This is an optimization exercise on Yosys and OpenROAD, whose aim is small area, a short achievable clock period and few clock cycles per item, not a production implementation. At most, simulation tests tie the RTL to the original design; equivalence was not proved. The RTL of run 2 was laid out without a check of its function.

==> flow/design.v, too long to show whole: its modules and the start of the top module <==
// module lut_eval: 276 lines
// module lut_interp: 91 lines
// module lut_coef_rom: 140 lines
// module lut_master: 62 lines
module lut_master #(parameter data_width = 16) (
		input wire clk,
		input wire reset,
		input wire req,
		input wire [8 - 1 : 0] lut_handle,
		input wire [data_width - 1 : 0] req_arg,
		output wire [data_width - 1 : 0] data_out,
		output reg valid,
		output reg invalid_request
	);
  // ...
==> flow/run.sh <==
#!/bin/bash
# synth_recipe.tcl (not shown) runs the flow's synth.tcl, then flattens the netlist and writes it again
# the make line also repeats each setting of config.mk as NAME=value (left out here)
make -C /OpenROAD-flow-scripts/flow DESIGN_CONFIG=/design/flow/config.mk WORK_HOME=/design/flow/orfs CLKGATE_MAP_FILE= SYNTH_SCRIPT=/design/flow/synth_recipe.tcl finish
==> flow/config.mk <==
export PLATFORM = sky130hd
export DESIGN_NAME = lut_master
export DESIGN_NICKNAME = lut_master
export VERILOG_FILES = /design/flow/design.v
export SDC_FILE = /design/flow/constraint.sdc
export NUM_CORES = 4
export LEC_CHECK = 0
export ABC_AREA = 1
export CAP_MARGIN = 20
export CORE_MARGIN = 2
export CORE_UTILIZATION = 45
export PLACE_DENSITY = 0.6
export SLEW_MARGIN = 20
export SYNTH_MEMORY_MAX_BITS = 70000
==> flow/constraint.sdc <==
create_clock -name core_clock -period 8.0 [get_ports {clk}]
set_input_delay 1.6000 -clock core_clock [delete_from_list [all_inputs] [get_ports {clk}]]
set_output_delay 1.6000 -clock core_clock [all_outputs]
set_load 0.01 [all_outputs]
==> key figures, run 1 <==
Drt
  – DR vias: 14900
  – Detailed Route WL: 62200 um
  – DR iter-0 viols: 1451

Finish
  – Signal buf overhead: 0.151
  – Share of cells above drive strength 1: 0.153
  – Most frequent cells in the layout: 515 x nand2_1, 249 x inv_1, 220 x nand3_1
  – #MultiIn Comb: 1587
  – Clock buffer cells: 6

Clock tree
  – Root Driver: clkbuf_16
  – Num Clock Sinks: 45
  – CTS tree: done
  – CTS Buf Count: 5
  – Maximum root-to-sink buffer count: 2

STA
  – Period utilization: 0.967
  – Max-slew violation count: 0
  – Setup-failing EPs final: 0
  – Worst Slack Setup Final: 0.262 ns

Synthesis
  – Dominant synthesized flop cell: dfxtp_1
  – Main combinational cell family by area after synthesis: simple AND/OR/NAND/NOR gates
  – Most instantiated library cell after synthesis: nand2_1
  – Most area-hungry cell type in the Yosys netlist: fa_1
  – Asr flop ratio synth: 0
  – Sequential fraction of the synthesis area: 0.0713
  – Yosys reg bits: 45

Floorplan
  – Die W: 172 um
  – DIE HEIGHT: 172 um

GRT
  – Met2 Use GR: 0.731
  – First-pass GRT wire length: 92200 um
  – Grt met1 use: 0.466

Placement
  – Area of placed instances: 0.0150 mm2
  – Worst slack, placed: -0.126 ns
  – Dpl cells: 2554

Flow run
  – MaxCap Viol Count: 0

Setup path
  – Worst Path Arrival: 7.92 ns
  – Crit. End Element: flop

Outcome
  – Outcome: complete, no violations
Testbench counts, summed over its fixed seeds: cycles 12,008, items 12,000.
==> module lut_master, before the edit <==
module lut_master #(parameter data_width = 16) (
		input wire clk,
		input wire reset,
		input wire req,
		input wire [8 - 1 : 0] lut_handle,
		input wire [data_width - 1 : 0] req_arg,
		output wire [data_width - 1 : 0] data_out,
		output reg valid,
		output reg invalid_request
	);
	wire handle_ok = (lut_handle[8 - 1 : 1] == 0);
	wire is_tanh   = lut_handle[0];
	always @(posedge clk) begin
		if (reset) begin
			invalid_request <= 0;
			valid <= 0;
		end
		else begin
			if (req && !handle_ok)
				invalid_request <= 1;
			valid <= req && handle_ok && !invalid_request;
		end
	end
	wire       mirror = is_tanh ? req_arg[15] : req_arg[13];
	wire       neg    = is_tanh ? req_arg[15] : req_arg[14];
	wire [9:0] pair_a = (is_tanh ? req_arg[14:5] : {1'b0, req_arg[12:4]}) ^ {10{mirror}};
	wire [3:0] frac   = is_tanh ? req_arg[4:1] : req_arg[3:0];
	wire [22:0] k;
	wire [13:0] c1;
	wire [5:0]  c2;
	wire [14:0] y;
	wire [6:0]  lo;
	wire [14:0] delta;
	lut_coef_rom coef (.addr({is_tanh, pair_a[9:4]}), .k(k), .c1(c1), .c2(c2));
	lut_eval eval (
		.k(k), .c1(c1), .c2(c2),
		.t(pair_a[3:0]),
		.mirror(mirror),
		.y(y), .lo(lo), .delta(delta)
	);
	reg [14:0] y_r;
	reg [6:0]  lo_r;
	reg [14:0] delta_r;
	reg [3:0]  frac_r;
	reg        mirror_r;
	reg        neg_r;
	always @(posedge clk) begin
		y_r      <= y;
		lo_r     <= lo;
		delta_r  <= delta;
		frac_r   <= frac;
		mirror_r <= mirror;
		neg_r    <= neg;
	end
	lut_interp interp (
		.y(y_r), .lo(lo_r), .delta(delta_r),
		.frac(frac_r),
		.mirror(mirror_r),
		.neg(neg_r),
		.interpolated(data_out)
	);
endmodule
==> inputs of run 2 (changes only) <==
==> flow/design.v (replaced) <==
`default_nettype none
module lut_eval (
		input  wire [22:0] k,
		input  wire [13:0] c1,
		input  wire [5:0]  c2,
		input  wire        is_tanh,
		input  wire [4:0]  xs,
		input  wire [4:0]  xt,
		output wire [14:0] y,
		output wire [6:0]  lo,
		output wire [14:0] delta
	);
	reg [3:0] tp_s, tp_t;
	reg [4:0] qp_s, qp_t;
	reg [3:0] tn_s, tn_t;
	always @(*) begin
		case (xs)
			5'd0: begin tp_s = 4'd0; qp_s = 5'd0; tn_s = 4'd15; end
			5'd1: begin tp_s = 4'd1; qp_s = 5'd7; tn_s = 4'd14; end
			5'd2: begin tp_s = 4'd2; qp_s = 5'd13; tn_s = 4'd13; end
			5'd3: begin tp_s = 4'd3; qp_s = 5'd18; tn_s = 4'd12; end
			5'd4: begin tp_s = 4'd4; qp_s = 5'd22; tn_s = 4'd11; end
			5'd5: begin tp_s = 4'd5; qp_s = 5'd25; tn_s = 4'd10; end
			5'd6: begin tp_s = 4'd6; qp_s = 5'd27; tn_s = 4'd9; end
			5'd7: begin tp_s = 4'd7; qp_s = 5'd28; tn_s = 4'd8; end
			5'd8: begin tp_s = 4'd8; qp_s = 5'd28; tn_s = 4'd7; end
			5'd9: begin tp_s = 4'd9; qp_s = 5'd27; tn_s = 4'd6; end
			5'd10: begin tp_s = 4'd10; qp_s = 5'd25; tn_s = 4'd5; end
			5'd11: begin tp_s = 4'd11; qp_s = 5'd22; tn_s = 4'd4; end
			5'd12: begin tp_s = 4'd12; qp_s = 5'd18; tn_s = 4'd3; end
			5'd13: begin tp_s = 4'd13; qp_s = 5'd13; tn_s = 4'd2; end
			5'd14: begin tp_s = 4'd14; qp_s = 5'd7; tn_s = 4'd1; end
			5'd15: begin tp_s = 4'd15; qp_s = 5'd0; tn_s = 4'd0; end
			5'd16: begin tp_s = 4'd15; qp_s = 5'd0; tn_s = 4'd0; end
			5'd17: begin tp_s = 4'd14; qp_s = 5'd7; tn_s = 4'd1; end
			5'd18: begin tp_s = 4'd13; qp_s = 5'd13; tn_s = 4'd2; end
			5'd19: begin tp_s = 4'd12; qp_s = 5'd18; tn_s = 4'd3; end
			5'd20: begin tp_s = 4'd11; qp_s = 5'd22; tn_s = 4'd4; end
			5'd21: begin tp_s = 4'd10; qp_s = 5'd25; tn_s = 4'd5; end
			5'd22: begin tp_s = 4'd9; qp_s = 5'd27; tn_s = 4'd6; end
			5'd23: begin tp_s = 4'd8; qp_s = 5'd28; tn_s = 4'd7; end
			5'd24: begin tp_s = 4'd7; qp_s = 5'd28; tn_s = 4'd8; end
			5'd25: begin tp_s = 4'd6; qp_s = 5'd27; tn_s = 4'd9; end
			5'd26: begin tp_s = 4'd5; qp_s = 5'd25; tn_s = 4'd10; end
			5'd27: begin tp_s = 4'd4; qp_s = 5'd22; tn_s = 4'd11; end
			5'd28: begin tp_s = 4'd3; qp_s = 5'd18; tn_s = 4'd12; end
			5'd29: begin tp_s = 4'd2; qp_s = 5'd13; tn_s = 4'd13; end
			5'd30: begin tp_s = 4'd1; qp_s = 5'd7; tn_s = 4'd14; end
			5'd31: begin tp_s = 4'd0; qp_s = 5'd0; tn_s = 4'd15; end
			default: begin tp_s = 4'd0; qp_s = 5'd0; tn_s = 4'd0; end
		endcase
		case (xt)
			5'd0: begin tp_t = 4'd0; qp_t = 5'd0; tn_t = 4'd15; end
			5'd1: begin tp_t = 4'd1; qp_t = 5'd7; tn_t = 4'd14; end
			5'd2: begin tp_t = 4'd2; qp_t = 5'd13; tn_t = 4'd13; end
			5'd3: begin tp_t = 4'd3; qp_t = 5'd18; tn_t = 4'd12; end
			5'd4: begin tp_t = 4'd4; qp_t = 5'd22; tn_t = 4'd11; end
			5'd5: begin tp_t = 4'd5; qp_t = 5'd25; tn_t = 4'd10; end
			5'd6: begin tp_t = 4'd6; qp_t = 5'd27; tn_t = 4'd9; end
			5'd7: begin tp_t = 4'd7; qp_t = 5'd28; tn_t = 4'd8; end
			5'd8: begin tp_t = 4'd8; qp_t = 5'd28; tn_t = 4'd7; end
			5'd9: begin tp_t = 4'd9; qp_t = 5'd27; tn_t = 4'd6; end
			5'd10: begin tp_t = 4'd10; qp_t = 5'd25; tn_t = 4'd5; end
			5'd11: begin tp_t = 4'd11; qp_t = 5'd22; tn_t = 4'd4; end
			5'd12: begin tp_t = 4'd12; qp_t = 5'd18; tn_t = 4'd3; end
			5'd13: begin tp_t = 4'd13; qp_t = 5'd13; tn_t = 4'd2; end
			5'd14: begin tp_t = 4'd14; qp_t = 5'd7; tn_t = 4'd1; end
			5'd15: begin tp_t = 4'd15; qp_t = 5'd0; tn_t = 4'd0; end
			5'd16: begin tp_t = 4'd15; qp_t = 5'd0; tn_t = 4'd0; end
			5'd17: begin tp_t = 4'd14; qp_t = 5'd7; tn_t = 4'd1; end
			5'd18: begin tp_t = 4'd13; qp_t = 5'd13; tn_t = 4'd2; end
			5'd19: begin tp_t = 4'd12; qp_t = 5'd18; tn_t = 4'd3; end
			5'd20: begin tp_t = 4'd11; qp_t = 5'd22; tn_t = 4'd4; end
			5'd21: begin tp_t = 4'd10; qp_t = 5'd25; tn_t = 4'd5; end
			5'd22: begin tp_t = 4'd9; qp_t = 5'd27; tn_t = 4'd6; end
			5'd23: begin tp_t = 4'd8; qp_t = 5'd28; tn_t = 4'd7; end
			5'd24: begin tp_t = 4'd7; qp_t = 5'd28; tn_t = 4'd8; end
			5'd25: begin tp_t = 4'd6; qp_t = 5'd27; tn_t = 4'd9; end
			5'd26: begin tp_t = 4'd5; qp_t = 5'd25; tn_t = 4'd10; end
			5'd27: begin tp_t = 4'd4; qp_t = 5'd22; tn_t = 4'd11; end
			5'd28: begin tp_t = 4'd3; qp_t = 5'd18; tn_t = 4'd12; end
			5'd29: begin tp_t = 4'd2; qp_t = 5'd13; tn_t = 4'd13; end
			5'd30: begin tp_t = 4'd1; qp_t = 5'd7; tn_t = 4'd14; end
			5'd31: begin tp_t = 4'd0; qp_t = 5'd0; tn_t = 4'd15; end
			default: begin tp_t = 4'd0; qp_t = 5'd0; tn_t = 4'd0; end
		endcase
	end
	wire [3:0] tp = is_tanh ? tp_t : tp_s;
	wire [4:0] qp = is_tanh ? qp_t : qp_s;
	wire [3:0] tn = is_tanh ? tn_t : tn_s;
	wire nt_0_s = k[4] ^ (c1[4] & tp[0]);
	wire nt_0_c = k[4] & (c1[4] & tp[0]);
	wire nt_1_s = k[5] ^ (c1[5] & tp[0]) ^ (c1[4] & tp[1]);
	wire nt_1_c = (k[5] & (c1[5] & tp[0])) | (k[5] & (c1[4] & tp[1])) | ((c1[5] & tp[0]) & (c1[4] & tp[1]));
	wire nt_2_s = k[6] ^ (c1[6] & tp[0]);
	wire nt_2_c = k[6] & (c1[6] & tp[0]);
	wire nt_3_s = k[2] ^ (c1[2] & tp[0]);
	wire nt_3_c = k[2] & (c1[2] & tp[0]);
	wire nt_4_s = k[3] ^ (c1[3] & tp[0]) ^ (c1[2] & tp[1]);
	wire nt_4_c = (k[3] & (c1[3] & tp[0])) | (k[3] & (c1[2] & tp[1])) | ((c1[3] & tp[0]) & (c1[2] & tp[1]));
	wire nt_5_s = (c1[1] & tp[2]) ^ (c1[0] & tp[3]) ^ (c2[3] & qp[0]);
	wire nt_5_c = ((c1[1] & tp[2]) & (c1[0] & tp[3])) | ((c1[1] & tp[2]) & (c2[3] & qp[0])) | ((c1[0] & tp[3]) & (c2[3] & qp[0]));
	wire nt_6_s = (c1[3] & tp[1]) ^ (c1[2] & tp[2]) ^ (c1[1] & tp[3]);
	wire nt_6_c = ((c1[3] & tp[1]) & (c1[2] & tp[2])) | ((c1[3] & tp[1]) & (c1[1] & tp[3])) | ((c1[2] & tp[2]) & (c1[1] & tp[3]));
	wire nt_7_s = (c2[4] & qp[0]) ^ (c2[3] & qp[1]) ^ (c2[2] & qp[2]);
	wire nt_7_c = ((c2[4] & qp[0]) & (c2[3] & qp[1])) | ((c2[4] & qp[0]) & (c2[2] & qp[2])) | ((c2[3] & qp[1]) & (c2[2] & qp[2]));
	wire nt_8_s = (c2[1] & qp[3]) ^ (c2[0] & qp[4]);
	wire nt_8_c = (c2[1] & qp[3]) & (c2[0] & qp[4]);
	wire nt_9_s = (c1[3] & tp[2]) ^ (c1[2] & tp[3]) ^ (c2[5] & qp[0]);
	wire nt_9_c = ((c1[3] & tp[2]) & (c1[2] & tp[3])) | ((c1[3] & tp[2]) & (c2[5] & qp[0])) | ((c1[2] & tp[3]) & (c2[5] & qp[0]));
	wire nt_10_s = (c2[4] & qp[1]) ^ (c2[3] & qp[2]) ^ (c2[2] & qp[3]);
	wire nt_10_c = ((c2[4] & qp[1]) & (c2[3] & qp[2])) | ((c2[4] & qp[1]) & (c2[2] & qp[3])) | ((c2[3] & qp[2]) & (c2[2] & qp[3]));
	wire nt_11_s = (c2[1] & qp[4]) ^ nt_0_c ^ nt_1_s;
	wire nt_11_c = ((c2[1] & qp[4]) & nt_0_c) | ((c2[1] & qp[4]) & nt_1_s) | (nt_0_c & nt_1_s);
	wire nt_12_s = (c1[5] & tp[1]) ^ (c1[4] & tp[2]) ^ (c1[3] & tp[3]);
	wire nt_12_c = ((c1[5] & tp[1]) & (c1[4] & tp[2])) | ((c1[5] & tp[1]) & (c1[3] & tp[3])) | ((c1[4] & tp[2]) & (c1[3] & tp[3]));
	wire nt_13_s = (c2[5] & qp[1]) ^ (c2[4] & qp[2]) ^ (c2[3] & qp[3]);
	wire nt_13_c = ((c2[5] & qp[1]) & (c2[4] & qp[2])) | ((c2[5] & qp[1]) & (c2[3] & qp[3])) | ((c2[4] & qp[2]) & (c2[3] & qp[3]));
	wire nt_14_s = (c2[2] & qp[4]) ^ nt_2_s ^ nt_1_c;
	wire nt_14_c = ((c2[2] & qp[4]) & nt_2_s) | ((c2[2] & qp[4]) & nt_1_c) | (nt_2_s & nt_1_c);
	wire nt_15_s = k[7] ^ (c1[7] & tp[0]) ^ (c1[6] & tp[1]);
	wire nt_15_c = (k[7] & (c1[7] & tp[0])) | (k[7] & (c1[6] & tp[1])) | ((c1[7] & tp[0]) & (c1[6] & tp[1]));
	wire nt_16_s = (c1[5] & tp[2]) ^ (c1[4] & tp[3]) ^ (c2[5] & qp[2]);
	wire nt_16_c = ((c1[5] & tp[2]) & (c1[4] & tp[3])) | ((c1[5] & tp[2]) & (c2[5] & qp[2])) | ((c1[4] & tp[3]) & (c2[5] & qp[2]));
	wire nt_17_s = (c2[4] & qp[3]) ^ (c2[3] & qp[4]) ^ nt_2_c;
	wire nt_17_c = ((c2[4] & qp[3]) & (c2[3] & qp[4])) | ((c2[4] & qp[3]) & nt_2_c) | ((c2[3] & qp[4]) & nt_2_c);
	wire nt_18_s = k[8] ^ (c1[8] & tp[0]) ^ (c1[7] & tp[1]);
	wire nt_18_c = (k[8] & (c1[8] & tp[0])) | (k[8] & (c1[7] & tp[1])) | ((c1[8] & tp[0]) & (c1[7] & tp[1]));
	wire nt_19_s = (c1[6] & tp[2]) ^ (c1[5] & tp[3]) ^ (c2[5] & qp[3]);
	wire nt_19_c = ((c1[6] & tp[2]) & (c1[5] & tp[3])) | ((c1[6] & tp[2]) & (c2[5] & qp[3])) | ((c1[5] & tp[3]) & (c2[5] & qp[3]));
	wire nt_20_s = k[9] ^ (c1[9] & tp[0]) ^ (c1[8] & tp[1]);
	wire nt_20_c = (k[9] & (c1[9] & tp[0])) | (k[9] & (c1[8] & tp[1])) | ((c1[9] & tp[0]) & (c1[8] & tp[1]));
	wire nt_21_s = k[1] ^ (c1[1] & tp[0]);
	wire nt_21_c = k[1] & (c1[1] & tp[0]);
	wire nt_22_s = (c1[1] & tp[1]) ^ (c1[0] & tp[2]) ^ (c2[2] & qp[0]);
	wire nt_22_c = ((c1[1] & tp[1]) & (c1[0] & tp[2])) | ((c1[1] & tp[1]) & (c2[2] & qp[0])) | ((c1[0] & tp[2]) & (c2[2] & qp[0]));
	wire nt_23_s = (c2[1] & qp[1]) ^ (c2[0] & qp[2]);
	wire nt_23_c = (c2[1] & qp[1]) & (c2[0] & qp[2]);
	wire nt_24_s = (c2[2] & qp[1]) ^ (c2[1] & qp[2]) ^ (c2[0] & qp[3]);
	wire nt_24_c = ((c2[2] & qp[1]) & (c2[1] & qp[2])) | ((c2[2] & qp[1]) & (c2[0] & qp[3])) | ((c2[1] & qp[2]) & (c2[0] & qp[3]));
	wire nt_25_s = nt_3_c ^ nt_4_s ^ nt_5_s;
	wire nt_25_c = (nt_3_c & nt_4_s) | (nt_3_c & nt_5_s) | (nt_4_s & nt_5_s);
	wire nt_26_s = nt_8_s ^ nt_0_s ^ nt_4_c;
	wire nt_26_c = (nt_8_s & nt_0_s) | (nt_8_s & nt_4_c) | (nt_0_s & nt_4_c);
	wire nt_27_s = nt_5_c ^ nt_6_s ^ nt_7_s;
	wire nt_27_c = (nt_5_c & nt_6_s) | (nt_5_c & nt_7_s) | (nt_6_s & nt_7_s);
	wire nt_28_s = nt_8_c ^ nt_6_c ^ nt_7_c;
	wire nt_28_c = (nt_8_c & nt_6_c) | (nt_8_c & nt_7_c) | (nt_6_c & nt_7_c);
	wire nt_29_s = nt_9_s ^ nt_10_s ^ nt_11_s;
	wire nt_29_c = (nt_9_s & nt_10_s) | (nt_9_s & nt_11_s) | (nt_10_s & nt_11_s);
	wire nt_30_s = nt_9_c ^ nt_10_c ^ nt_12_s;
	wire nt_30_c = (nt_9_c & nt_10_c) | (nt_9_c & nt_12_s) | (nt_10_c & nt_12_s);
	wire nt_31_s = nt_13_s ^ nt_11_c ^ nt_14_s;
	wire nt_31_c = (nt_13_s & nt_11_c) | (nt_13_s & nt_14_s) | (nt_11_c & nt_14_s);
	wire nt_32_s = nt_12_c ^ nt_13_c ^ nt_15_s;
	wire nt_32_c = (nt_12_c & nt_13_c) | (nt_12_c & nt_15_s) | (nt_13_c & nt_15_s);
	wire nt_33_s = nt_16_s ^ nt_17_s ^ nt_14_c;
	wire nt_33_c = (nt_16_s & nt_17_s) | (nt_16_s & nt_14_c) | (nt_17_s & nt_14_c);
	wire nt_34_s = (c2[4] & qp[4]) ^ nt_15_c ^ nt_16_c;
	wire nt_34_c = ((c2[4] & qp[4]) & nt_15_c) | ((c2[4] & qp[4]) & nt_16_c) | (nt_15_c & nt_16_c);
	wire nt_35_s = nt_18_s ^ nt_19_s ^ nt_17_c;
	wire nt_35_c = (nt_18_s & nt_19_s) | (nt_18_s & nt_17_c) | (nt_19_s & nt_17_c);
	wire nt_36_s = (c1[7] & tp[2]) ^ (c1[6] & tp[3]) ^ (c2[5] & qp[4]);
	wire nt_36_c = ((c1[7] & tp[2]) & (c1[6] & tp[3])) | ((c1[7] & tp[2]) & (c2[5] & qp[4])) | ((c1[6] & tp[3]) & (c2[5] & qp[4]));
	wire nt_37_s = nt_18_c ^ nt_19_c ^ nt_20_s;
	wire nt_37_c = (nt_18_c & nt_19_c) | (nt_18_c & nt_20_s) | (nt_19_c & nt_20_s);
	wire nt_38_s = k[10] ^ (c1[10] & tp[0]) ^ (c1[9] & tp[1]);
	wire nt_38_c = (k[10] & (c1[10] & tp[0])) | (k[10] & (c1[9] & tp[1])) | ((c1[10] & tp[0]) & (c1[9] & tp[1]));
	wire nt_39_s = (c1[8] & tp[2]) ^ (c1[7] & tp[3]) ^ nt_20_c;
	wire nt_39_c = ((c1[8] & tp[2]) & (c1[7] & tp[3])) | ((c1[8] & tp[2]) & nt_20_c) | ((c1[7] & tp[3]) & nt_20_c);
	wire nt_40_s = k[11] ^ (c1[11] & tp[0]) ^ (c1[10] & tp[1]);
	wire nt_40_c = (k[11] & (c1[11] & tp[0])) | (k[11] & (c1[10] & tp[1])) | ((c1[11] & tp[0]) & (c1[10] & tp[1]));
	wire nt_41_s = (c1[9] & tp[2]) ^ (c1[8] & tp[3]);
	wire nt_41_c = (c1[9] & tp[2]) & (c1[8] & tp[3]);
	wire nt_42_s = k[12] ^ (c1[12] & tp[0]) ^ (c1[11] & tp[1]);
	wire nt_42_c = (k[12] & (c1[12] & tp[0])) | (k[12] & (c1[11] & tp[1])) | ((c1[12] & tp[0]) & (c1[11] & tp[1]));
	wire nt_43_s = (c1[10] & tp[2]) ^ (c1[9] & tp[3]);
	wire nt_43_c = (c1[10] & tp[2]) & (c1[9] & tp[3]);
	wire nt_44_s = k[13] ^ (c1[13] & tp[0]) ^ (c1[12] & tp[1]);
	wire nt_44_c = (k[13] & (c1[13] & tp[0])) | (k[13] & (c1[12] & tp[1])) | ((c1[13] & tp[0]) & (c1[12] & tp[1]));
	wire nt_45_s = (c1[11] & tp[2]) ^ (c1[10] & tp[3]);
	wire nt_45_c = (c1[11] & tp[2]) & (c1[10] & tp[3]);
	wire nt_46_s = k[14] ^ (c1[13] & tp[1]) ^ (c1[12] & tp[2]);
	wire nt_46_c = (k[14] & (c1[13] & tp[1])) | (k[14] & (c1[12] & tp[2])) | ((c1[13] & tp[1]) & (c1[12] & tp[2]));
	wire nt_47_s = (c1[0] & tp[1]) ^ (c2[1] & qp[0]);
	wire nt_47_c = (c1[0] & tp[1]) & (c2[1] & qp[0]);
	wire nt_48_s = nt_21_c ^ nt_23_s ^ nt_3_s;
	wire nt_48_c = (nt_21_c & nt_23_s) | (nt_21_c & nt_3_s) | (nt_23_s & nt_3_s);
	wire nt_49_s = nt_23_c ^ nt_22_c ^ nt_24_s;
	wire nt_49_c = (nt_23_c & nt_22_c) | (nt_23_c & nt_24_s) | (nt_22_c & nt_24_s);
	wire nt_50_s = nt_24_c ^ nt_25_c ^ nt_26_s;
	wire nt_50_c = (nt_24_c & nt_25_c) | (nt_24_c & nt_26_s) | (nt_25_c & nt_26_s);
	wire nt_51_s = nt_26_c ^ nt_27_c ^ nt_28_s;
	wire nt_51_c = (nt_26_c & nt_27_c) | (nt_26_c & nt_28_s) | (nt_27_c & nt_28_s);
	wire nt_52_s = nt_28_c ^ nt_30_s ^ nt_29_c;
	wire nt_52_c = (nt_28_c & nt_30_s) | (nt_28_c & nt_29_c) | (nt_30_s & nt_29_c);
	wire nt_53_s = nt_30_c ^ nt_32_s ^ nt_31_c;
	wire nt_53_c = (nt_30_c & nt_32_s) | (nt_30_c & nt_31_c) | (nt_32_s & nt_31_c);
	wire nt_54_s = nt_32_c ^ nt_34_s ^ nt_35_s;
	wire nt_54_c = (nt_32_c & nt_34_s) | (nt_32_c & nt_35_s) | (nt_34_s & nt_35_s);
	wire nt_55_s = nt_36_s ^ nt_34_c ^ nt_37_s;
	wire nt_55_c = (nt_36_s & nt_34_c) | (nt_36_s & nt_37_s) | (nt_34_c & nt_37_s);
	wire nt_56_s = nt_36_c ^ nt_38_s ^ nt_37_c;
	wire nt_56_c = (nt_36_c & nt_38_s) | (nt_36_c & nt_37_c) | (nt_38_s & nt_37_c);
	wire nt_57_s = nt_41_s ^ nt_38_c ^ nt_40_s;
	wire nt_57_c = (nt_41_s & nt_38_c) | (nt_41_s & nt_40_s) | (nt_38_c & nt_40_s);
	wire nt_58_s = nt_41_c ^ nt_43_s ^ nt_40_c;
	wire nt_58_c = (nt_41_c & nt_43_s) | (nt_41_c & nt_40_c) | (nt_43_s & nt_40_c);
	wire nt_59_s = nt_43_c ^ nt_45_s ^ nt_42_c;
	wire nt_59_c = (nt_43_c & nt_45_s) | (nt_43_c & nt_42_c) | (nt_45_s & nt_42_c);
	wire nt_60_s = (c1[11] & tp[3]) ^ nt_45_c ^ nt_44_c;
	wire nt_60_c = ((c1[11] & tp[3]) & nt_45_c) | ((c1[11] & tp[3]) & nt_44_c) | (nt_45_c & nt_44_c);
	wire nt_61_s = k[15] ^ (c1[13] & tp[2]) ^ (c1[12] & tp[3]);
	wire nt_61_c = (k[15] & (c1[13] & tp[2])) | (k[15] & (c1[12] & tp[3])) | ((c1[13] & tp[2]) & (c1[12] & tp[3]));
	wire nt_62_s = k[0] ^ (c1[0] & tp[0]);
	wire nt_62_c = k[0] & (c1[0] & tp[0]);
	wire nt_63_s = (c2[0] & qp[1]) ^ nt_47_s ^ nt_21_s;
	wire nt_63_c = ((c2[0] & qp[1]) & nt_47_s) | ((c2[0] & qp[1]) & nt_21_s) | (nt_47_s & nt_21_s);
	wire nt_64_s = nt_47_c ^ nt_22_s ^ nt_48_s;
	wire nt_64_c = (nt_47_c & nt_22_s) | (nt_47_c & nt_48_s) | (nt_22_s & nt_48_s);
	wire nt_65_s = nt_48_c ^ nt_49_s ^ nt_25_s;
	wire nt_65_c = (nt_48_c & nt_49_s) | (nt_48_c & nt_25_s) | (nt_49_s & nt_25_s);
	wire nt_66_s = nt_49_c ^ nt_27_s ^ nt_50_s;
	wire nt_66_c = (nt_49_c & nt_27_s) | (nt_49_c & nt_50_s) | (nt_27_s & nt_50_s);
	wire nt_67_s = nt_50_c ^ nt_51_s ^ nt_29_s;
	wire nt_67_c = (nt_50_c & nt_51_s) | (nt_50_c & nt_29_s) | (nt_51_s & nt_29_s);
	wire nt_68_s = nt_51_c ^ nt_31_s ^ nt_52_s;
	wire nt_68_c = (nt_51_c & nt_31_s) | (nt_51_c & nt_52_s) | (nt_31_s & nt_52_s);
	wire nt_69_s = nt_33_s ^ nt_52_c ^ nt_53_s;
	wire nt_69_c = (nt_33_s & nt_52_c) | (nt_33_s & nt_53_s) | (nt_52_c & nt_53_s);
	wire nt_70_s = nt_33_c ^ nt_54_s ^ nt_53_c;
	wire nt_70_c = (nt_33_c & nt_54_s) | (nt_33_c & nt_53_c) | (nt_54_s & nt_53_c);
	wire nt_71_s = nt_35_c ^ nt_55_s ^ nt_54_c;
	wire nt_71_c = (nt_35_c & nt_55_s) | (nt_35_c & nt_54_c) | (nt_55_s & nt_54_c);
	wire nt_72_s = nt_39_s ^ nt_55_c ^ nt_56_s;
	wire nt_72_c = (nt_39_s & nt_55_c) | (nt_39_s & nt_56_s) | (nt_55_c & nt_56_s);
	wire nt_73_s = nt_57_s ^ nt_39_c ^ nt_56_c;
	wire nt_73_c = (nt_57_s & nt_39_c) | (nt_57_s & nt_56_c) | (nt_39_c & nt_56_c);
	wire nt_74_s = nt_42_s ^ nt_57_c ^ nt_58_s;
	wire nt_74_c = (nt_42_s & nt_57_c) | (nt_42_s & nt_58_s) | (nt_57_c & nt_58_s);
	wire nt_75_s = nt_44_s ^ nt_58_c ^ nt_59_s;
	wire nt_75_c = (nt_44_s & nt_58_c) | (nt_44_s & nt_59_s) | (nt_58_c & nt_59_s);
	wire nt_76_s = nt_46_s ^ nt_59_c ^ nt_60_s;
	wire nt_76_c = (nt_46_s & nt_59_c) | (nt_46_s & nt_60_s) | (nt_59_c & nt_60_s);
	wire nt_77_s = nt_61_s ^ nt_46_c ^ nt_60_c;
	wire nt_77_c = (nt_61_s & nt_46_c) | (nt_61_s & nt_60_c) | (nt_46_c & nt_60_c);
	wire nt_78_s = k[16] ^ (c1[13] & tp[3]) ^ nt_61_c;
	wire nt_78_c = (k[16] & (c1[13] & tp[3])) | (k[16] & nt_61_c) | ((c1[13] & tp[3]) & nt_61_c);
	wire [22:0] nt_a = {k[22], k[21], k[20], k[19], k[18], nt_78_c, nt_77_c, nt_76_c, nt_75_c, nt_74_c, nt_73_c, nt_72_c, nt_71_c, nt_70_c, nt_69_c, nt_68_c, nt_67_c, nt_66_c, nt_65_c, nt_64_c, nt_63_c, nt_62_c, nt_62_s};
	wire [22:0] nt_b = {1'b0, 1'b0, 1'b0, 1'b0, 1'b0, k[17], nt_78_s, nt_77_s, nt_76_s, nt_75_s, nt_74_s, nt_73_s, nt_72_s, nt_71_s, nt_70_s, nt_69_s, nt_68_s, nt_67_s, nt_66_s, nt_65_s, nt_64_s, nt_63_s, (c2[0] & qp[0])};
	wire [22:0] n = nt_a + nt_b;
	assign y  = n[21:7];
	assign lo = n[6:0];
	wire dt_0_s = ~tn[3] ^ c1[3] ^ (c2[3] & tn[0]);
	wire dt_0_c = (~tn[3] & c1[3]) | (~tn[3] & (c2[3] & tn[0])) | (c1[3] & (c2[3] & tn[0]));
	wire dt_1_s = c1[4] ^ (c2[4] & tn[0]) ^ (c2[3] & tn[1]);
	wire dt_1_c = (c1[4] & (c2[4] & tn[0])) | (c1[4] & (c2[3] & tn[1])) | ((c2[4] & tn[0]) & (c2[3] & tn[1]));
	wire dt_2_s = c1[5] ^ (c2[5] & tn[0]) ^ (c2[4] & tn[1]);
	wire dt_2_c = (c1[5] & (c2[5] & tn[0])) | (c1[5] & (c2[4] & tn[1])) | ((c2[5] & tn[0]) & (c2[4] & tn[1]));
	wire dt_3_s = c1[6] ^ (c2[5] & tn[1]);
	wire dt_3_c = c1[6] & (c2[5] & tn[1]);
	wire dt_4_s = c1[2] ^ (c2[2] & tn[0]);
	wire dt_4_c = c1[2] & (c2[2] & tn[0]);
	wire dt_5_s = (c2[2] & tn[1]) ^ (c2[1] & tn[2]) ^ (~c2[0] & ~tn[3]);
	wire dt_5_c = ((c2[2] & tn[1]) & (c2[1] & tn[2])) | ((c2[2] & tn[1]) & (~c2[0] & ~tn[3])) | ((c2[1] & tn[2]) & (~c2[0] & ~tn[3]));
	wire dt_6_s = (c2[2] & tn[2]) ^ (~c2[1] & ~tn[3]) ^ dt_0_c;
	wire dt_6_c = ((c2[2] & tn[2]) & (~c2[1] & ~tn[3])) | ((c2[2] & tn[2]) & dt_0_c) | ((~c2[1] & ~tn[3]) & dt_0_c);
	wire dt_7_s = (c2[3] & tn[2]) ^ (~c2[2] & ~tn[3]) ^ dt_1_c;
	wire dt_7_c = ((c2[3] & tn[2]) & (~c2[2] & ~tn[3])) | ((c2[3] & tn[2]) & dt_1_c) | ((~c2[2] & ~tn[3]) & dt_1_c);
	wire dt_8_s = (c2[4] & tn[2]) ^ (~c2[3] & ~tn[3]) ^ dt_3_s;
	wire dt_8_c = ((c2[4] & tn[2]) & (~c2[3] & ~tn[3])) | ((c2[4] & tn[2]) & dt_3_s) | ((~c2[3] & ~tn[3]) & dt_3_s);
	wire dt_9_s = c1[7] ^ (c2[5] & tn[2]) ^ (~c2[4] & ~tn[3]);
	wire dt_9_c = (c1[7] & (c2[5] & tn[2])) | (c1[7] & (~c2[4] & ~tn[3])) | ((c2[5] & tn[2]) & (~c2[4] & ~tn[3]));
	wire dt_10_s = c1[1] ^ (c2[1] & tn[0]);
	wire dt_10_c = c1[1] & (c2[1] & tn[0]);
	wire dt_11_s = (c2[1] & tn[1]) ^ (c2[0] & tn[2]) ^ dt_4_s;
	wire dt_11_c = ((c2[1] & tn[1]) & (c2[0] & tn[2])) | ((c2[1] & tn[1]) & dt_4_s) | ((c2[0] & tn[2]) & dt_4_s);
	wire dt_12_s = dt_4_c ^ dt_5_s ^ dt_0_s;
	wire dt_12_c = (dt_4_c & dt_5_s) | (dt_4_c & dt_0_s) | (dt_5_s & dt_0_s);
	wire dt_13_s = dt_5_c ^ dt_1_s ^ dt_6_s;
	wire dt_13_c = (dt_5_c & dt_1_s) | (dt_5_c & dt_6_s) | (dt_1_s & dt_6_s);
	wire dt_14_s = dt_2_s ^ dt_6_c ^ dt_7_s;
	wire dt_14_c = (dt_2_s & dt_6_c) | (dt_2_s & dt_7_s) | (dt_6_c & dt_7_s);
	wire dt_15_s = dt_2_c ^ dt_8_s ^ dt_7_c;
	wire dt_15_c = (dt_2_c & dt_8_s) | (dt_2_c & dt_7_c) | (dt_8_s & dt_7_c);
	wire dt_16_s = dt_3_c ^ dt_9_s ^ dt_8_c;
	wire dt_16_c = (dt_3_c & dt_9_s) | (dt_3_c & dt_8_c) | (dt_9_s & dt_8_c);
	wire dt_17_s = c1[8] ^ (~c2[5] & ~tn[3]) ^ dt_9_c;
	wire dt_17_c = (c1[8] & (~c2[5] & ~tn[3])) | (c1[8] & dt_9_c) | ((~c2[5] & ~tn[3]) & dt_9_c);
	wire dt_18_s = ~tn[3] ^ c1[9];
	wire dt_18_c = ~tn[3] & c1[9];
	wire dt_19_s = ~tn[3] ^ c1[10];
	wire dt_19_c = ~tn[3] & c1[10];
	wire dt_20_s = ~tn[3] ^ c1[11];
	wire dt_20_c = ~tn[3] & c1[11];
	wire dt_21_s = ~tn[3] ^ c1[12];
	wire dt_21_c = ~tn[3] & c1[12];
	wire dt_22_s = ~tn[3] ^ c1[13];
	wire dt_22_c = ~tn[3] & c1[13];
	wire [14:0] dt_a = {dt_22_c, dt_21_c, dt_20_c, dt_19_c, dt_18_c, dt_17_c, dt_16_c, dt_15_c, dt_14_c, dt_13_c, dt_12_c, dt_11_c, dt_10_c, dt_10_s, c1[0]};
	wire [14:0] dt_b = {~tn[3], dt_22_s, dt_21_s, dt_20_s, dt_19_s, dt_18_s, dt_17_s, dt_16_s, dt_15_s, dt_14_s, dt_13_s, dt_12_s, dt_11_s, (c2[0] & tn[1]), (c2[0] & tn[0])};
	assign delta = dt_a + dt_b;
endmodule
module lut_interp (
		input  wire [14:0] y,
		input  wire [6:0]  lo,
		input  wire [14:0] delta,
		input  wire [3:0]  frac,
		input  wire        mirror,
		input  wire        neg,
		output wire [15:0] interpolated
	);
	wire dneg = mirror ^ neg;
	wire [14:0] dsum = delta + {8'd0, lo};
	wire [7:0] d = dsum[14:7];
	wire ee = dneg & frac[3] & d[0];
	wire [15:0] cc = mirror ? (neg ? 16'hff12 : 16'hff13) : (neg ? 16'hffff : 16'h0000);
	wire gt_0_s = y[0] ^ cc[0] ^ ((frac[3] & d[1]) ^ mirror);
	wire gt_0_c = (y[0] & cc[0]) | (y[0] & ((frac[3] & d[1]) ^ mirror)) | (cc[0] & ((frac[3] & d[1]) ^ mirror));
	wire gt_1_s = y[1] ^ cc[1] ^ ((frac[3] & d[2]) ^ mirror);
	wire gt_1_c = (y[1] & cc[1]) | (y[1] & ((frac[3] & d[2]) ^ mirror)) | (cc[1] & ((frac[3] & d[2]) ^ mirror));
	wire gt_2_s = y[2] ^ cc[2] ^ ((frac[3] & d[3]) ^ mirror);
	wire gt_2_c = (y[2] & cc[2]) | (y[2] & ((frac[3] & d[3]) ^ mirror)) | (cc[2] & ((frac[3] & d[3]) ^ mirror));
	wire gt_3_s = y[3] ^ cc[3] ^ ((frac[3] & d[4]) ^ mirror);
	wire gt_3_c = (y[3] & cc[3]) | (y[3] & ((frac[3] & d[4]) ^ mirror)) | (cc[3] & ((frac[3] & d[4]) ^ mirror));
	wire gt_4_s = y[4] ^ cc[4];
	wire gt_4_c = y[4] & cc[4];
	wire gt_5_s = ((frac[2] & d[2]) ^ mirror) ^ ((frac[1] & d[3]) ^ mirror) ^ ((frac[0] & d[4]) ^ mirror);
	wire gt_5_c = (((frac[2] & d[2]) ^ mirror) & ((frac[1] & d[3]) ^ mirror)) | (((frac[2] & d[2]) ^ mirror) & ((frac[0] & d[4]) ^ mirror)) | (((frac[1] & d[3]) ^ mirror) & ((frac[0] & d[4]) ^ mirror));
	wire gt_6_s = ((frac[2] & d[3]) ^ mirror) ^ ((frac[1] & d[4]) ^ mirror) ^ ((frac[0] & d[5]) ^ mirror);
	wire gt_6_c = (((frac[2] & d[3]) ^ mirror) & ((frac[1] & d[4]) ^ mirror)) | (((frac[2] & d[3]) ^ mirror) & ((frac[0] & d[5]) ^ mirror)) | (((frac[1] & d[4]) ^ mirror) & ((frac[0] & d[5]) ^ mirror));
	wire gt_7_s = (mirror & d[1]) ^ gt_0_c;
	wire gt_7_c = (mirror & d[1]) & gt_0_c;
	wire gt_8_s = ((frac[2] & d[4]) ^ mirror) ^ ((frac[1] & d[5]) ^ mirror) ^ ((frac[0] & d[6]) ^ mirror);
	wire gt_8_c = (((frac[2] & d[4]) ^ mirror) & ((frac[1] & d[5]) ^ mirror)) | (((frac[2] & d[4]) ^ mirror) & ((frac[0] & d[6]) ^ mirror)) | (((frac[1] & d[5]) ^ mirror) & ((frac[0] & d[6]) ^ mirror));
	wire gt_9_s = (mirror & d[2]) ^ gt_1_c ^ gt_2_s;
	wire gt_9_c = ((mirror & d[2]) & gt_1_c) | ((mirror & d[2]) & gt_2_s) | (gt_1_c & gt_2_s);
	wire gt_10_s = ((frac[2] & d[5]) ^ mirror) ^ ((frac[1] & d[6]) ^ mirror) ^ ((frac[0] & d[7]) ^ mirror);
	wire gt_10_c = (((frac[2] & d[5]) ^ mirror) & ((frac[1] & d[6]) ^ mirror)) | (((frac[2] & d[5]) ^ mirror) & ((frac[0] & d[7]) ^ mirror)) | (((frac[1] & d[6]) ^ mirror) & ((frac[0] & d[7]) ^ mirror));
	wire gt_11_s = (mirror & d[3]) ^ gt_2_c ^ gt_3_s;
	wire gt_11_c = ((mirror & d[3]) & gt_2_c) | ((mirror & d[3]) & gt_3_s) | (gt_2_c & gt_3_s);
	wire gt_12_s = gt_4_s ^ ((frac[3] & d[5]) ^ mirror) ^ ((frac[2] & d[6]) ^ mirror);
	wire gt_12_c = (gt_4_s & ((frac[3] & d[5]) ^ mirror)) | (gt_4_s & ((frac[2] & d[6]) ^ mirror)) | (((frac[3] & d[5]) ^ mirror) & ((frac[2] & d[6]) ^ mirror));
	wire gt_13_s = ((frac[1] & d[7]) ^ mirror) ^ (mirror & d[4]) ^ gt_3_c;
	wire gt_13_c = (((frac[1] & d[7]) ^ mirror) & (mirror & d[4])) | (((frac[1] & d[7]) ^ mirror) & gt_3_c) | ((mirror & d[4]) & gt_3_c);
	wire gt_14_s = y[5] ^ cc[5] ^ gt_4_c;
	wire gt_14_c = (y[5] & cc[5]) | (y[5] & gt_4_c) | (cc[5] & gt_4_c);
	wire gt_15_s = ((frac[3] & d[6]) ^ mirror) ^ ((frac[2] & d[7]) ^ mirror) ^ (mirror & d[5]);
	wire gt_15_c = (((frac[3] & d[6]) ^ mirror) & ((frac[2] & d[7]) ^ mirror)) | (((frac[3] & d[6]) ^ mirror) & (mirror & d[5])) | (((frac[2] & d[7]) ^ mirror) & (mirror & d[5]));
	wire gt_16_s = y[6] ^ cc[6] ^ ((frac[3] & d[7]) ^ mirror);
	wire gt_16_c = (y[6] & cc[6]) | (y[6] & ((frac[3] & d[7]) ^ mirror)) | (cc[6] & ((frac[3] & d[7]) ^ mirror));
	wire gt_17_s = (mirror & d[0]) ^ (ee ^ mirror);
	wire gt_17_c = (mirror & d[0]) & (ee ^ mirror);
	wire gt_18_s = gt_5_c ^ gt_6_s ^ gt_1_s;
	wire gt_18_c = (gt_5_c & gt_6_s) | (gt_5_c & gt_1_s) | (gt_6_s & gt_1_s);
	wire gt_19_s = gt_6_c ^ gt_8_s ^ gt_7_c;
	wire gt_19_c = (gt_6_c & gt_8_s) | (gt_6_c & gt_7_c) | (gt_8_s & gt_7_c);
	wire gt_20_s = gt_8_c ^ gt_10_s ^ gt_9_c;
	wire gt_20_c = (gt_8_c & gt_10_s) | (gt_8_c & gt_9_c) | (gt_10_s & gt_9_c);
	wire gt_21_s = gt_10_c ^ gt_12_s ^ gt_11_c;
	wire gt_21_c = (gt_10_c & gt_12_s) | (gt_10_c & gt_11_c) | (gt_12_s & gt_11_c);
	wire gt_22_s = gt_14_s ^ gt_12_c ^ gt_15_s;
	wire gt_22_c = (gt_14_s & gt_12_c) | (gt_14_s & gt_15_s) | (gt_12_c & gt_15_s);
	wire gt_23_s = gt_14_c ^ (mirror & d[6]) ^ gt_15_c;
	wire gt_23_c = (gt_14_c & (mirror & d[6])) | (gt_14_c & gt_15_c) | ((mirror & d[6]) & gt_15_c);
	wire gt_24_s = y[7] ^ cc[7] ^ (mirror & d[7]);
	wire gt_24_c = (y[7] & cc[7]) | (y[7] & (mirror & d[7])) | (cc[7] & (mirror & d[7]));
	wire gt_25_s = gt_5_s ^ gt_0_s;
	wire gt_25_c = gt_5_s & gt_0_s;
	wire gt_26_s = gt_17_c ^ gt_7_s ^ gt_18_s;
	wire gt_26_c = (gt_17_c & gt_7_s) | (gt_17_c & gt_18_s) | (gt_7_s & gt_18_s);
	wire gt_27_s = gt_18_c ^ gt_9_s ^ gt_19_s;
	wire gt_27_c = (gt_18_c & gt_9_s) | (gt_18_c & gt_19_s) | (gt_9_s & gt_19_s);
	wire gt_28_s = gt_11_s ^ gt_19_c ^ gt_20_s;
	wire gt_28_c = (gt_11_s & gt_19_c) | (gt_11_s & gt_20_s) | (gt_19_c & gt_20_s);
	wire gt_29_s = gt_13_s ^ gt_20_c ^ gt_21_s;
	wire gt_29_c = (gt_13_s & gt_20_c) | (gt_13_s & gt_21_s) | (gt_20_c & gt_21_s);
	wire gt_30_s = gt_22_s ^ gt_13_c ^ gt_21_c;
	wire gt_30_c = (gt_22_s & gt_13_c) | (gt_22_s & gt_21_c) | (gt_13_c & gt_21_c);
	wire gt_31_s = gt_16_s ^ gt_22_c ^ gt_23_s;
	wire gt_31_c = (gt_16_s & gt_22_c) | (gt_16_s & gt_23_s) | (gt_22_c & gt_23_s);
	wire gt_32_s = gt_24_s ^ gt_16_c ^ gt_23_c;
	wire gt_32_c = (gt_24_s & gt_16_c) | (gt_24_s & gt_23_c) | (gt_16_c & gt_23_c);
	wire gt_33_s = y[8] ^ cc[8] ^ gt_24_c;
	wire gt_33_c = (y[8] & cc[8]) | (y[8] & gt_24_c) | (cc[8] & gt_24_c);
	wire gt_34_s = y[9] ^ cc[9];
	wire gt_34_c = y[9] & cc[9];
	wire gt_35_s = y[10] ^ cc[10];
	wire gt_35_c = y[10] & cc[10];
	wire gt_36_s = y[11] ^ cc[11];
	wire gt_36_c = y[11] & cc[11];
	wire gt_37_s = y[12] ^ cc[12];
	wire gt_37_c = y[12] & cc[12];
	wire gt_38_s = y[13] ^ cc[13];
	wire gt_38_c = y[13] & cc[13];
	wire gt_39_s = y[14] ^ cc[14];
	wire gt_39_c = y[14] & cc[14];
	wire [15:0] gt_a = {gt_39_c, gt_38_c, gt_37_c, gt_36_c, gt_35_c, gt_34_c, gt_33_c, gt_32_c, gt_31_c, gt_30_c, gt_29_c, gt_28_c, gt_27_c, gt_26_c, gt_25_c, gt_25_s};
	wire [15:0] gt_b = {cc[15], gt_39_s, gt_38_s, gt_37_s, gt_36_s, gt_35_s, gt_34_s, gt_33_s, gt_32_s, gt_31_s, gt_30_s, gt_29_s, gt_28_s, gt_27_s, gt_26_s, gt_17_s};
	wire [15:0] s = gt_a + gt_b;
	assign interpolated = s ^ {16{neg}};
endmodule
`default_nettype wire
`default_nettype none
module lut_coef_rom (
		input  wire [6:0]  addr,
		output reg  [22:0] k,
		output reg  [13:0] c1,
		output reg  [5:0]  c2
	);
	always @(*) begin
		case (addr)
			7'd0: begin k = 23'h00004a; c1 = 14'd12862; c2 = 6'd2; end
			7'd1: begin k = 23'h03243b; c1 = 14'd12832; c2 = 6'd2; end
			7'd2: begin k = 23'h064647; c1 = 14'd12768; c2 = 6'd4; end
			7'd3: begin k = 23'h09642b; c1 = 14'd12681; c2 = 6'd7; end
			7'd4: begin k = 23'h0c7c9c; c1 = 14'd12558; c2 = 6'd7; end
			7'd5: begin k = 23'h0f8d38; c1 = 14'd12406; c2 = 6'd9; end
			7'd6: begin k = 23'h12945b; c1 = 14'd12219; c2 = 6'd11; end
			7'd7: begin k = 23'h158f98; c1 = 14'd12012; c2 = 6'd15; end
			7'd8: begin k = 23'h187db8; c1 = 14'd11774; c2 = 6'd17; end
			7'd9: begin k = 23'h1b5d2d; c1 = 14'd11501; c2 = 6'd17; end
			7'd10: begin k = 23'h1e2b4a; c1 = 14'd11206; c2 = 6'd20; end
			7'd11: begin k = 23'h20e723; c1 = 14'd10879; c2 = 6'd21; end
			7'd12: begin k = 23'h238e3f; c1 = 14'd10531; c2 = 6'd25; end
			7'd13: begin k = 23'h261fcb; c1 = 14'd10155; c2 = 6'd25; end
			7'd14: begin k = 23'h2899aa; c1 = 14'd9758; c2 = 6'd27; end
			7'd15: begin k = 23'h2afac5; c1 = 14'd9334; c2 = 6'd26; end
			7'd16: begin k = 23'h2d4114; c1 = 14'd8889; c2 = 6'd28; end
			7'd17: begin k = 23'h2f6b98; c1 = 14'd8418; c2 = 6'd30; end
			7'd18: begin k = 23'h3178ae; c1 = 14'd7934; c2 = 6'd32; end
			7'd19: begin k = 23'h336789; c1 = 14'd7426; c2 = 6'd33; end
			7'd20: begin k = 23'h35368f; c1 = 14'd6899; c2 = 6'd34; end
			7'd21: begin k = 23'h36e4ba; c1 = 14'd6361; c2 = 6'd35; end
			7'd22: begin k = 23'h387119; c1 = 14'd5803; c2 = 6'd36; end
			7'd23: begin k = 23'h39da98; c1 = 14'd5235; c2 = 6'd37; end
			7'd24: begin k = 23'h3b20b6; c1 = 14'd4649; c2 = 6'd36; end
			7'd25: begin k = 23'h3c420c; c1 = 14'd4053; c2 = 6'd38; end
			7'd26: begin k = 23'h3d3e22; c1 = 14'd3453; c2 = 6'd39; end
			7'd27: begin k = 23'h3e149e; c1 = 14'd2841; c2 = 6'd39; end
			7'd28: begin k = 23'h3ec4bd; c1 = 14'd2220; c2 = 6'd41; end
			7'd29: begin k = 23'h3f4e3d; c1 = 14'd1595; c2 = 6'd41; end
			7'd30: begin k = 23'h3fb0de; c1 = 14'd966; c2 = 6'd39; end
			7'd31: begin k = 23'h3fec00; c1 = 14'd335; c2 = 6'd40; end
			7'd32: begin k = 23'h00004a; c1 = 14'd12862; c2 = 6'd2; end
			7'd33: begin k = 23'h03243b; c1 = 14'd12832; c2 = 6'd2; end
			7'd34: begin k = 23'h064647; c1 = 14'd12768; c2 = 6'd4; end
			7'd35: begin k = 23'h09642b; c1 = 14'd12681; c2 = 6'd7; end
			7'd36: begin k = 23'h0c7c9c; c1 = 14'd12558; c2 = 6'd7; end
			7'd37: begin k = 23'h0f8d38; c1 = 14'd12406; c2 = 6'd9; end
			7'd38: begin k = 23'h12945b; c1 = 14'd12219; c2 = 6'd11; end
			7'd39: begin k = 23'h158f98; c1 = 14'd12012; c2 = 6'd15; end
			7'd40: begin k = 23'h187db8; c1 = 14'd11774; c2 = 6'd17; end
			7'd41: begin k = 23'h1b5d2d; c1 = 14'd11501; c2 = 6'd17; end
			7'd42: begin k = 23'h1e2b4a; c1 = 14'd11206; c2 = 6'd20; end
			7'd43: begin k = 23'h20e723; c1 = 14'd10879; c2 = 6'd21; end
			7'd44: begin k = 23'h238e3f; c1 = 14'd10531; c2 = 6'd25; end
			7'd45: begin k = 23'h261fcb; c1 = 14'd10155; c2 = 6'd25; end
			7'd46: begin k = 23'h2899aa; c1 = 14'd9758; c2 = 6'd27; end
			7'd47: begin k = 23'h2afac5; c1 = 14'd9334; c2 = 6'd26; end
			7'd48: begin k = 23'h2d4114; c1 = 14'd8889; c2 = 6'd28; end
			7'd49: begin k = 23'h2f6b98; c1 = 14'd8418; c2 = 6'd30; end
			7'd50: begin k = 23'h3178ae; c1 = 14'd7934; c2 = 6'd32; end
			7'd51: begin k = 23'h336789; c1 = 14'd7426; c2 = 6'd33; end
			7'd52: begin k = 23'h35368f; c1 = 14'd6899; c2 = 6'd34; end
			7'd53: begin k = 23'h36e4ba; c1 = 14'd6361; c2 = 6'd35; end
			7'd54: begin k = 23'h387119; c1 = 14'd5803; c2 = 6'd36; end
			7'd55: begin k = 23'h39da98; c1 = 14'd5235; c2 = 6'd37; end
			7'd56: begin k = 23'h3b20b6; c1 = 14'd4649; c2 = 6'd36; end
			7'd57: begin k = 23'h3c420c; c1 = 14'd4053; c2 = 6'd38; end
			7'd58: begin k = 23'h3d3e22; c1 = 14'd3453; c2 = 6'd39; end
			7'd59: begin k = 23'h3e149e; c1 = 14'd2841; c2 = 6'd39; end
			7'd60: begin k = 23'h3ec4bd; c1 = 14'd2220; c2 = 6'd41; end
			7'd61: begin k = 23'h3f4e3d; c1 = 14'd1595; c2 = 6'd41; end
			7'd62: begin k = 23'h3fb0de; c1 = 14'd966; c2 = 6'd39; end
			7'd63: begin k = 23'h3fec00; c1 = 14'd335; c2 = 6'd40; end
			7'd64: begin k = 23'h00001d; c1 = 14'd16368; c2 = 6'd4; end
			7'd65: begin k = 23'h03feb3; c1 = 14'd16245; c2 = 6'd13; end
			7'd66: begin k = 23'h07f585; c1 = 14'd15998; c2 = 6'd19; end
			7'd67: begin k = 23'h0bdc91; c1 = 14'd15633; c2 = 6'd27; end
			7'd68: begin k = 23'h0facc3; c1 = 14'd15167; c2 = 6'd33; end
			7'd69: begin k = 23'h135f8f; c1 = 14'd14609; c2 = 6'd38; end
			7'd70: begin k = 23'h16ef5a; c1 = 14'd13971; c2 = 6'd42; end
			7'd71: begin k = 23'h1a572f; c1 = 14'd13274; c2 = 6'd45; end
			7'd72: begin k = 23'h1d9369; c1 = 14'd12530; c2 = 6'd47; end
			7'd73: begin k = 23'h20a10d; c1 = 14'd11764; c2 = 6'd48; end
			7'd74: begin k = 23'h237e99; c1 = 14'd10974; c2 = 6'd49; end
			7'd75: begin k = 23'h262af6; c1 = 14'd10187; c2 = 6'd49; end
			7'd76: begin k = 23'h28a61f; c1 = 14'd9416; c2 = 6'd48; end
			7'd77: begin k = 23'h2af130; c1 = 14'd8656; c2 = 6'd46; end
			7'd78: begin k = 23'h2d0ca2; c1 = 14'd7931; c2 = 6'd45; end
			7'd79: begin k = 23'h2efadd; c1 = 14'd7235; c2 = 6'd43; end
			7'd80: begin k = 23'h30bdd5; c1 = 14'd6579; c2 = 6'd40; end
			7'd81: begin k = 23'h3257e5; c1 = 14'd5962; c2 = 6'd37; end
			7'd82: begin k = 23'h33cb68; c1 = 14'd5391; c2 = 6'd35; end
			7'd83: begin k = 23'h351b5c; c1 = 14'd4859; c2 = 6'd32; end
			7'd84: begin k = 23'h364a07; c1 = 14'd4372; c2 = 6'd30; end
			7'd85: begin k = 23'h375a69; c1 = 14'd3924; c2 = 6'd28; end
			7'd86: begin k = 23'h384ed4; c1 = 14'd3516; c2 = 6'd25; end
			7'd87: begin k = 23'h3929cb; c1 = 14'd3145; c2 = 6'd23; end
			7'd88: begin k = 23'h39edc7; c1 = 14'd2808; c2 = 6'd20; end
			7'd89: begin k = 23'h3a9ca0; c1 = 14'd2505; c2 = 6'd18; end
			7'd90: begin k = 23'h3b389b; c1 = 14'd2232; c2 = 6'd16; end
			7'd91: begin k = 23'h3bc39b; c1 = 14'd1985; c2 = 6'd15; end
			7'd92: begin k = 23'h3c3f65; c1 = 14'd1764; c2 = 6'd12; end
			7'd93: begin k = 23'h3cad42; c1 = 14'd1568; c2 = 6'd11; end
			7'd94: begin k = 23'h3d0ed8; c1 = 14'd1393; c2 = 6'd10; end
			7'd95: begin k = 23'h3d659c; c1 = 14'd1233; c2 = 6'd9; end
			7'd96: begin k = 23'h3db25e; c1 = 14'd1095; c2 = 6'd8; end
			7'd97: begin k = 23'h3df681; c1 = 14'd970; c2 = 6'd8; end
			7'd98: begin k = 23'h3e32bb; c1 = 14'd862; c2 = 6'd7; end
			7'd99: begin k = 23'h3e686a; c1 = 14'd758; c2 = 6'd7; end
			7'd100: begin k = 23'h3e97c8; c1 = 14'd675; c2 = 6'd4; end
			7'd101: begin k = 23'h3ec1af; c1 = 14'd596; c2 = 6'd4; end
			7'd102: begin k = 23'h3ee6b7; c1 = 14'd526; c2 = 6'd4; end
			7'd103: begin k = 23'h3f075c; c1 = 14'd467; c2 = 6'd4; end
			7'd104: begin k = 23'h3f2451; c1 = 14'd413; c2 = 6'd4; end
			7'd105: begin k = 23'h3f3e1d; c1 = 14'd364; c2 = 6'd2; end
			7'd106: begin k = 23'h3f54c1; c1 = 14'd321; c2 = 6'd2; end
			7'd107: begin k = 23'h3f68a4; c1 = 14'd284; c2 = 6'd3; end
			7'd108: begin k = 23'h3f7a36; c1 = 14'd253; c2 = 6'd2; end
			7'd109: begin k = 23'h3f89c1; c1 = 14'd225; c2 = 6'd3; end
			7'd110: begin k = 23'h3f97b6; c1 = 14'd197; c2 = 6'd2; end
			7'd111: begin k = 23'h3fa3e0; c1 = 14'd174; c2 = 6'd2; end
			7'd112: begin k = 23'h3fae9b; c1 = 14'd154; c2 = 6'd2; end
			7'd113: begin k = 23'h3fb823; c1 = 14'd138; c2 = 6'd1; end
			7'd114: begin k = 23'h3fc091; c1 = 14'd121; c2 = 6'd1; end
			7'd115: begin k = 23'h3fc803; c1 = 14'd105; c2 = 6'd1; end
			7'd116: begin k = 23'h3fce83; c1 = 14'd91; c2 = 6'd2; end
			7'd117: begin k = 23'h3fd45d; c1 = 14'd82; c2 = 6'd0; end
			7'd118: begin k = 23'h3fd96c; c1 = 14'd71; c2 = 6'd1; end
			7'd119: begin k = 23'h3fddc9; c1 = 14'd65; c2 = 6'd1; end
			7'd120: begin k = 23'h3fe1d5; c1 = 14'd56; c2 = 6'd1; end
			7'd121: begin k = 23'h3fe560; c1 = 14'd48; c2 = 6'd1; end
			7'd122: begin k = 23'h3fe870; c1 = 14'd45; c2 = 6'd1; end
			7'd123: begin k = 23'h3feb28; c1 = 14'd39; c2 = 6'd1; end
			7'd124: begin k = 23'h3fed9c; c1 = 14'd35; c2 = 6'd0; end
			7'd125: begin k = 23'h3fefc7; c1 = 14'd30; c2 = 6'd0; end
			7'd126: begin k = 23'h3ff191; c1 = 14'd29; c2 = 6'd0; end
			7'd127: begin k = 23'h3ff327; c1 = 14'd26; c2 = 6'd1; end
			default: begin k = 23'h0; c1 = 14'd0; c2 = 6'd0; end
		endcase
	end
endmodule
`default_nettype wire
`default_nettype none
module lut_master #(parameter data_width = 16) (
		input wire clk,
		input wire reset,
		input wire req,
		input wire [8 - 1 : 0] lut_handle,
		input wire [data_width - 1 : 0] req_arg,
		output wire [data_width - 1 : 0] data_out,
		output reg valid,
		output reg invalid_request
	);
	wire handle_ok = (lut_handle[8 - 1 : 1] == 0);
	wire is_tanh   = lut_handle[0];
	always @(posedge clk) begin
		if (reset) begin
			invalid_request <= 0;
			valid <= 0;
		end
		else begin
			if (req && !handle_ok)
				invalid_request <= 1;
			valid <= req && handle_ok && !invalid_request;
		end
	end
	wire       mirror = is_tanh ? req_arg[15] : req_arg[13];
	wire       neg    = is_tanh ? req_arg[15] : req_arg[14];
	wire [9:0] pair_a = (is_tanh ? req_arg[14:5] : {1'b0, req_arg[12:4]}) ^ {10{mirror}};
	wire [3:0] frac   = is_tanh ? req_arg[4:1] : req_arg[3:0];
	wire [22:0] k;
	wire [13:0] c1;
	wire [5:0]  c2;
	wire [14:0] y;
	wire [6:0]  lo;
	wire [14:0] delta;
	lut_coef_rom coef (.addr({is_tanh, pair_a[9:4]}), .k(k), .c1(c1), .c2(c2));
	lut_eval eval (
		.k(k), .c1(c1), .c2(c2),
		.is_tanh(is_tanh),
		.xs({req_arg[13], req_arg[7:4]}),
		.xt({req_arg[15], req_arg[8:5]}),
		.y(y), .lo(lo), .delta(delta)
	);
	reg [14:0] y_r;
	reg [6:0]  lo_r;
	reg [14:0] delta_r;
	reg [3:0]  frac_r;
	reg        mirror_r;
	reg        neg_r;
	always @(posedge clk) begin
		y_r      <= y;
		lo_r     <= lo;
		delta_r  <= delta;
		frac_r   <= frac;
		mirror_r <= mirror;
		neg_r    <= neg;
	end
	lut_interp interp (
		.y(y_r), .lo(lo_r), .delta(delta_r),
		.frac(frac_r),
		.mirror(mirror_r),
		.neg(neg_r),
		.interpolated(data_out)
	);
endmodule
`default_nettype wire
==> key figures, run 2 <==
Floorplan
  – Row count: 60
  – DIE HEIGHT: 170 um (-0.88%)
  – CORE AREA: 0.0270 mm2
  – Initial core utilization: 0.459
  – Die W: 170 um (-0.88%)
  – I/O Pins: 45
  – DIE AREA: 0.0289 mm2

Clock tree
  – Clock Latency Late Sink: 0.29 ns
  – Htree depth: 2
  – Root Driver: clkbuf_16
  – Maximum root-to-sink buffer count: 2 (unchanged)
  – Hold buffer count at CTS: 0
  – CTS Buf Count: 5 (unchanged)
  – Clock slew at reported path FFs: 0.06 ns
  – Num Clock Sinks: 45 (unchanged)
  – CTS tree: done

Setup path
  – Crit. End Element: flop
  – Req. time, crit path: 8.19 ns
  – Worst Path Arrival: 8.00 ns (+0.08 ns)
  – Crit start category: primary input
  – Highest cell delay on the worst timing path: 0.54 ns
  – Crit-path max FO: 3
  – Crit Path Class: primary input to flop
  – Max stage delay cell, worst path: fa_1

Hold path
  – Worst hold path class: flop to flop

Synthesis
  – Post-synth top area share: 0.190
  – Synth top area cells: fa_1 19%, nand2_1 13%, ha_1 11%
  – Sequential fraction of the synthesis area: 0.0726 (+0.00130)
  – Most frequent cells after synthesis: 420 x nand2_1, 240 x inv_1, 152 x nor2_1, 139 x nand3_1, 121 x a21oi_1
  – Most instantiated library cell after synthesis: nand2_1
  – Most area-hungry cell type in the Yosys netlist: fa_1
  – Synthesized cell area: 0.0124 mm2
  – Warnings from Yosys: 3
  – Count of different cell masters after synthesis: 61
  – Synth Area per Inst: 6.72 um2
  – Cell count after synthesis: 1847
  – Asr flop ratio synth: 0 (unchanged)
  – Dominant synthesized flop cell: dfxtp_1
  – Syn Nets: 2101
  – Number of flops mapped to enable cells by yosys: 0
  – Yosys reg bits: 45 (unchanged)

STA
  – Worst Clk Skew: 0.000107 ns
  – Fin Setup TNS: 0 ns
  – Period utilization: 0.976 (+0.00912)
  – Worst Tran Pin Value: 0.907 ns
  – Final min period: 7.81 ns
  – Achievable Freq: 128 MHz
  – Final hold viol count: 0
  – Slew Limit Headroom: 0.393
  – Max-slew violation count: 0 (unchanged)
  – Setup-failing EPs final: 0 (unchanged)

Placement
  – RePlAce Congestion: 1.19
  – Hpwl dp: 51200 um
  – Area of placed instances: 0.0153 mm2 (+1.5%)
  – # port buffers: 44

Drt
  – Routed length per placed instance: 25.5 um
  – DRC Markers: 0
  – Pre-antenna DRT Iters: 6
  – ANT nets after route: 0
  – DR iter-0 viols: 1758 (+21%)
  – Vias per cell: 6.00
  – Detailed Route WL: 63500 um (+2.1%)
  – DR vias: 14900 (-0.12%)

GRT
  – Tot GR Track Use: 0.441
  – First-pass GRT wire length: 93400 um (+1.2%)
  – Vias in the first global route: 15000
  – Largest net degree at the start of global routing: 45
  – Overflow after GRT: 0
  – Initial antenna violation count: 0

Finish
  – Area grow syn2layout: 26.9%
  – Share of cells above drive strength 1: 0.209 (+0.0559)
  – Layout Nets: 2400
  – Final core utilization: 0.583
  – Fill count: 2505
  – Most frequent cells in the layout: 410 x nand2_1, 297 x buf_4, 235 x inv_1
  – Largest regs: delta_r x15, y_r x15, lo_r x7
  – Fin area: 0.0158 mm2
  – Antenna diodes: 0
  – Most common cell after layout, fill and taps aside: nand2_1

Flow run
  – MaxCap Viol Count: 0 (unchanged)

Outcome
  – Outcome: complete, no violations
[run 2: changes by cell type in the layout (fill, tap and decap cells not counted), moves of 8 or more]
| cell | change |
|---|---|
| inv_1 | -14 |
| buf_4 | +79 |
| nand2_1 | -105 |
| nand3_1 | -86 |
| nor3_1 | +10 |
| a21oi_1 | +17 |
| o21ai_0 | +11 |
| nand2_2 | +8 |
[run 2: cells by family (layout without fill, tap and decap cells)]
logic type	after synthesis	after routing	share of synthesized area
compound gates	356	356	0.169
xor+xnor	90	90	0.0656
fa+ha+maj	227	227	0.300
buf+inv	331	631	0.115
flops	45	45	0.0726
simple gates	798	798	0.278
[run 2: layer usage]
metal | up-vias | global-route usage | wire length, um
li1 | 6605 | - | -
met1 | 7029 | 0.490 | 22100
met2 | 972 | 0.725 | 28600
met3 | 321 | 0.0905 | 6080
met4 | 0 | 0.375 | 6680
met5 | - | 0 | 0
[run 2: timing repair]
action,CTS,global route
resized for setup,3,56
setup buffers,0,11
pin swaps,0,18
setup endpoints to repair,6,16
gates cloned,0,0
[run 2: layout make-up]
| class | instances | area [um2] | share of cell area |
|---|---|---|---|
| clock buffer | 6 | 139 | 0.00882 |
| clock inverter | 2 | 37.5 | 0.00238 |
| inverter | 267 | 1000 | 0.0636 |
| multi-input combinational | 1471 | 10300 | 0.654 |
| sequential | 45 | 901 | 0.0572 |
| tap | 341 | 427 | 0.0271 |
| timing repair buffer | 356 | 2940 | 0.187 |
[run 2: worst max-delay path, delay by kind of cell]
kind / cells / cell delay (ns)
buffers and inverters: 11 / 1.51
XOR/XNOR: 1 / 0.19
adder cells (fa/ha/maj): 8 / 3.03
AND/OR/NAND/NOR: 13 / 1.21
AO/OA/AOI/OAI: 3 / 0.44
[run 2: worst paths after layout]
kind         slack (ns)  depth (start not counted)                         start                      endpoint
min reg2reg        0.48                          2  invalid_request$_SDFFE_PP0P_  invalid_request$_SDFFE_PP0P_
min                0.48                          2  invalid_request$_SDFFE_PP0P_  invalid_request$_SDFFE_PP0P_
max                0.19                         36                    req_arg[8]               y_r[14]$_DFF_P_
max reg2reg        7.35                          3  invalid_request$_SDFFE_PP0P_              valid$_SDFF_PP0_
[run 2: per-stage QoR]
step	instances	setup WS, ns	hold slack [ns]
after detailed placement	2469	-0.439	0.473
after floorplan	1847	0.531	0.488
after global placement	2469	-0.362	0.461
final	2488	0.189	0.481
after global routing	2488	-0.0664	0.541
after CTS	2477	0.0435	0.482

==> separate check: timing with driven ports <==
The results above use ideal ports. As a check the final layouts listed here were re-extracted and re-timed, cells and wires unchanged.
Step 1 (the two cells are an assumption about what drives the block):
set clk [get_ports {clk}]
set_driving_cell -lib_cell sky130_fd_sc_hd__clkbuf_16 $clk
set_driving_cell -lib_cell sky130_fd_sc_hd__buf_2 [delete_from_list [all_inputs] $clk]
Step 2 also shifts input and output timing later by t, the mid clock arrival at the registers, as if the neighbouring blocks saw the same clock.
Three values: ideal, step 1, step 2; two values: the first two.
run	shift t [ns]	slack for setup (ns)	hold slack, ns	latest minus earliest clock arrival (ns)
run 1	0.331	0.262 / 0.280 / -0.050	0.476 / 0.476 / 0.476	0.011 / 0.011
run 2	0.331	0.189 / 0.206 / -0.125	0.481 / 0.481 / 0.481	0.008 / 0.008
Met with ideal ports but missed after step 2: setup timing in run 1 and run 2. The setup slack of run 2, which loses most, moves by +0.017 ns with the drivers and by -0.314 ns with both steps.
